This design comes from an exercise in tuning for small area on the open sky130 flow, not from production work.
Function was checked by simulation only, so behaviour that the tests miss may differ from the original.

## build 20
Design neural_compressor_top, start of the top module:
module neural_compressor_top
(
    input  logic        clk,
    input  logic        rst_n,
    input  logic [DATA_WIDTH-1:0]   s_axis_tdata,
    input  logic                    s_axis_tvalid,
    output logic                    s_axis_tready,
    input  logic                    s_axis_tlast,
    output logic [DATA_WIDTH-1:0]   m_axis_tdata,
    output logic [1:0]              m_axis_tuser,   
    output logic                    m_axis_tvalid,
    input  logic                    m_axis_tready,
    output logic                    m_axis_tlast,
    input  logic [DATA_WIDTH-1:0]   cfg_threshold,
    input  logic                    cfg_enable,
    output neural_compressor_pkg::compress_stats_t         stats,
    output logic [15:0]             spike_count
);
    wire [31:0] data_in = s_axis_tdata;
    wire        valid_in = s_axis_tvalid & cfg_enable;
    logic       valid_out;   
    logic       taken;       
    logic [3:0] cnt;
    logic       fresh;     
    logic [29:0] xr;       
    logic [12:0] hf;       
    logic [31:0] yr;       
    logic [31:0] s1, s2, s3, s4;  
    logic [31:0] dr;       
    logic        dz;       
    wire idle  = (cnt == 4'd0);
    wire outc  = (cnt == 4'd11);
    wire last  = outc & ~valid_out;
    wire shy   = (~idle & ~outc) | last;
    wire shs   = ((cnt >= 4'd4) & ~outc) | last;
    wire clrh  = idle | outc;
    wire c4    = (cnt == 4'd4);
    wire [4:0] kle = {cnt <= 4'd4, cnt <= 4'd3, cnt <= 4'd2, cnt <= 4'd1, idle};
    assign s_axis_tready = idle;
    always_ff @(posedge clk or negedge rst_n) begin
        if (!rst_n) begin
            cnt       <= 4'd0;
            valid_out <= 1'b0;
            fresh     <= 1'b1;
        end else begin
            valid_out <= outc;
            if (last) fresh <= 1'b0;
            if (idle) begin
                if (valid_in) cnt <= 4'd1;
            end else if (outc) begin
                if (m_axis_tready) cnt <= 4'd0;
            end else begin
                cnt <= cnt + 4'd1;
            end
        end
    end
    wire [3:0] xs  = idle ? data_in[3:0] : xr[5:2];
    wire [1:0] hdx = idle ? 2'd0 : xr[1:0];
    wire [5:0] wx = {xs, hdx};
  ...
For scale: roughly 390 flip-flops.
Settings: LEC_CHECK=0, CAP_MARGIN=0, CORE_MARGIN=2, CORE_UTILIZATION=80, CTS_BUF_LIST=sky130_fd_sc_hd__clkbuf_16, CTS_CLUSTER_DIAMETER=70, CTS_CLUSTER_SIZE=20, SLEW_MARGIN=0, SYNTH_HIERARCHICAL=1, SYNTH_MINIMUM_KEEP_SIZE=0; clock period 120.0 ns.
run.sh (not shown) runs the stock make flow with config.mk's settings and CLKGATE_MAP_FILE= SYNTH_SCRIPT=/design/flow/synth_recipe.tcl, a recipe that flattens the netlist after the stock synthesis.
Input-level comparison between build 90 and build 20:
- removing CTS_CLUSTER_DIAMETER (formerly 70)
- removing CTS_CLUSTER_SIZE (formerly 20)
- removing CTS_BUF_LIST (formerly sky130_fd_sc_hd__clkbuf_16)
==> flow/flow/run.sh (new file) <==
#!/bin/bash
# Layout flow: the standard ORFS flow (standard.sh: standard synthesis,
# floorplan, placement, CTS, routing), with two changes:
#  - the I/O port buffers are the smallest buffer cell;
#  - the clock tree uses leaf clusters of up to 18 flip-flops on clkbuf_8
#    (clkbuf_4 above them) and no dummy loads.
# ORFS keeps each step's full log under orfs/logs/; make's own output, and the
# final DEF export's, goes to make_flow.log here.
set -euo pipefail
export BUFFER_PORTS_ARGS="-buffer_cell sky130_fd_sc_hd__buf_1"
export CTS_ARGS="-sink_clustering_enable -repair_clock_nets -buf_list sky130_fd_sc_hd__clkbuf_8 -root_buf sky130_fd_sc_hd__clkbuf_4 -tree_buf sky130_fd_sc_hd__clkbuf_4 -sink_clustering_size 18 -sink_clustering_max_diameter 70 -dont_use_dummy_load"
bash standard.sh > make_flow.log 2>&1
==> flow/standard.sh (new file) <==
#!/bin/bash
# synth_recipe.tcl (not shown) runs the flow's synth.tcl, then flattens the netlist and writes it again
# the make line also repeats each setting of config.mk as NAME=value (left out here)
make -C /OpenROAD-flow-scripts/flow DESIGN_CONFIG=/design/flow/config.mk WORK_HOME=/design/flow/orfs CLKGATE_MAP_FILE= SYNTH_SCRIPT=/design/flow/synth_recipe.tcl "${@:-finish}"
removed: flow/run.sh
### Flow results
Diff build 90..build 20 | max-capacitance violation count | unchanged
Build 90 vs. build 20: area growth from synthesis to final layout moved down; sequential share of layout area up 4.0 points; register-to-register path setup slack picked up an extra 0.85 ns.
Changes in build 14 relative to build 90:
==> flow/flow/run.sh <==
#!/bin/bash
# Layout flow: the standard ORFS flow (standard.sh: standard synthesis,
# floorplan, placement, CTS, routing), with two changes:
#  - the I/O port buffers are the smallest buffer cell;
#  - the clock tree uses large leaf clusters of clkbuf_16 (clkbuf_8 and a
#    clkbuf_4 root above them) and no dummy loads.
# ORFS keeps each step's full log under orfs/logs/; make's own output, and the
# final DEF export's, goes to make_flow.log here.
set -euo pipefail
export BUFFER_PORTS_ARGS="-buffer_cell sky130_fd_sc_hd__buf_1"
export CTS_ARGS="-sink_clustering_enable -repair_clock_nets -buf_list sky130_fd_sc_hd__clkbuf_16 -root_buf sky130_fd_sc_hd__clkbuf_4 -tree_buf sky130_fd_sc_hd__clkbuf_8 -sink_clustering_size 28 -sink_clustering_max_diameter 90 -dont_use_dummy_load"
export CTS_ARGS="-sink_clustering_enable -repair_clock_nets -buf_list {sky130_fd_sc_hd__clkbuf_8 sky130_fd_sc_hd__clkbuf_16} -root_buf sky130_fd_sc_hd__clkbuf_4 -tree_buf sky130_fd_sc_hd__clkbuf_4 -sink_clustering_size 20 -sink_clustering_max_diameter 70 -dont_use_dummy_load"
bash standard.sh > make_flow.log 2>&1
Max sequential portion of the cell area across build 90 and build 14: build 90. Clock skew for build 14: 0.0088 ns down relative to build 90. On non-clock buffer contribution to total cell area, build 14 tracks build 90 almost exactly. On build 14: clock period minus worst slack is 0.19 ns higher than what build 90 gave. Cmp build 90 and build 14 / via count / lower: build 90.
Changes in build 61 relative to build 14:
--- a/flow/flow/run.sh
+++ b/flow/flow/run.sh
@@ -10,4 +10,4 @@
 export BUFFER_PORTS_ARGS="-buffer_cell sky130_fd_sc_hd__buf_1"
 export CTS_ARGS="-sink_clustering_enable -repair_clock_nets -buf_list sky130_fd_sc_hd__clkbuf_16 -root_buf sky130_fd_sc_hd__clkbuf_4 -tree_buf sky130_fd_sc_hd__clkbuf_8 -sink_clustering_size 28 -sink_clustering_max_diameter 90 -dont_use_dummy_load"
-export CTS_ARGS="-sink_clustering_enable -repair_clock_nets -buf_list {sky130_fd_sc_hd__clkbuf_8 sky130_fd_sc_hd__clkbuf_16} -root_buf sky130_fd_sc_hd__clkbuf_4 -tree_buf sky130_fd_sc_hd__clkbuf_4 -sink_clustering_size 20 -sink_clustering_max_diameter 70 -dont_use_dummy_load"
+export CTS_ARGS="-sink_clustering_enable -repair_clock_nets -buf_list sky130_fd_sc_hd__clkbuf_8 -root_buf sky130_fd_sc_hd__clkbuf_4 -tree_buf sky130_fd_sc_hd__clkbuf_4 -sink_clustering_size 16 -sink_clustering_max_diameter 60 -dont_use_dummy_load"
 bash standard.sh > make_flow.log 2>&1
### Flow results
Delta(sequential share of layout area, build 61 - build 14) > 0
Compared to build 14, build 61 has setup slack 0.073 ns lower.
Clock period minus worst slack delta for build 61 relative to build 14: 0.073 ns higher
Compared build 61 vs build 14, and overall via count from detail_route is down in build 61.
Build 61 vs build 14 — final instance area dropped slightly
Fmax: build 14 vs build 61, no meaningful difference
The run with more routed wire is build 14, not build 61.
Build 61 against build 14: first-pass iteration count of the detailed router shows an increase of 1; sum of met3 wire segment lengths after detailed routing shows a reduction of 19%.
--- input diff build 61..build 31 ---
--- a/flow/flow/run.sh
+++ b/flow/flow/run.sh
@@ -10,4 +10,3 @@
 export BUFFER_PORTS_ARGS="-buffer_cell sky130_fd_sc_hd__buf_1"
 export CTS_ARGS="-sink_clustering_enable -repair_clock_nets -buf_list sky130_fd_sc_hd__clkbuf_16 -root_buf sky130_fd_sc_hd__clkbuf_4 -tree_buf sky130_fd_sc_hd__clkbuf_8 -sink_clustering_size 28 -sink_clustering_max_diameter 90 -dont_use_dummy_load"
-export CTS_ARGS="-sink_clustering_enable -repair_clock_nets -buf_list sky130_fd_sc_hd__clkbuf_8 -root_buf sky130_fd_sc_hd__clkbuf_4 -tree_buf sky130_fd_sc_hd__clkbuf_4 -sink_clustering_size 16 -sink_clustering_max_diameter 60 -dont_use_dummy_load"
 bash standard.sh > make_flow.log 2>&1
- Build 31 vs. build 61: layout clock buffer count fell by 10; complex-gate fraction of the synthesized area stayed essentially flat; aggregate global-route resource usage rose by 2.2 points; wire length of the first global-routing pass rose by 4.5%; multi-input gate share of the layout cell area stayed essentially flat.
- On final non-filler cell area, build 31 and build 61 are basically level.
- In build 31 the worst-case setup margin in the final layout turned out 0.0032 ns higher than in build 61.
Setup changes, build 31 to build 76
--- a/flow/flow/run.sh
+++ b/flow/flow/run.sh
@@ -10,3 +10,4 @@
 export BUFFER_PORTS_ARGS="-buffer_cell sky130_fd_sc_hd__buf_1"
 export CTS_ARGS="-sink_clustering_enable -repair_clock_nets -buf_list sky130_fd_sc_hd__clkbuf_16 -root_buf sky130_fd_sc_hd__clkbuf_4 -tree_buf sky130_fd_sc_hd__clkbuf_8 -sink_clustering_size 28 -sink_clustering_max_diameter 90 -dont_use_dummy_load"
+export CTS_ARGS="-sink_clustering_enable -repair_clock_nets -buf_list sky130_fd_sc_hd__clkbuf_16 -root_buf sky130_fd_sc_hd__clkbuf_4 -tree_buf sky130_fd_sc_hd__clkbuf_8 -sink_clustering_size 32 -sink_clustering_max_diameter 70 -dont_use_dummy_load"
 bash standard.sh > make_flow.log 2>&1
==> comparison <==
- ~same via count in build 76 and build 31
- Run comparison: build 76 uppermost signal routing layer after detailed routing met4; build 31 uppermost signal routing layer after detailed routing met5
- Looking at global-route wire length before repair across both flows, build 76 is the stronger of the two, with build 31 trailing.
- In terms of final non-filler cell area, build 31 and build 76 differ only marginally.
- Compared with build 31, in build 76 data-path buffer share of cell area in the final layout comparable; worst setup margin now larger.

what the ideal ports hide:
How much do the figures lean on ideal ports? The routed layouts below were timed once more, with nothing changed but the port constraints.
Step 1 assumes that a clkbuf_16 drives the clock port and a buf_2 every other input.
Step 2 also shifts input and output timing later by t, the mid clock arrival at the registers, as if the neighbouring blocks saw the same clock.
a / b / c = ideal ports / drivers / drivers and shift; a / b = the first two.
run | shift t [ns] | setup WS [ns] | clock arrival spread, ns | slew at the worst register clock pin (ns) | cell pins on the clock port's net
build 20 | 0.590 | 81.552 / 81.580 / 80.990 | 0.022 / 0.022 | 0.09 / 0.09 | 1
build 90 | 0.762 | 82.768 / 82.791 / 82.029 | 0.032 / 0.033 | 0.12 / 0.12 | 1
build 14 | 0.829 | 82.575 / 82.583 / 81.754 | 0.020 / 0.021 | 0.09 / 0.09 | 1
build 61 | 0.798 | 82.502 / 82.528 / 81.730 | 0.022 / 0.022 | 0.11 / 0.11 | 1
build 31 | 0.739 | 82.505 / 82.528 / 81.789 | 0.118 / 0.118 | 0.11 / 0.11 | 1
build 76 | 0.760 | 82.590 / 82.612 / 81.852 | 0.056 / 0.057 | 0.12 / 0.12 | 1
After both steps setup and hold are still met in every run listed. For build 14, which loses most, drivers alone change the setup slack by +0.008 ns; drivers and shift together by -0.821 ns.
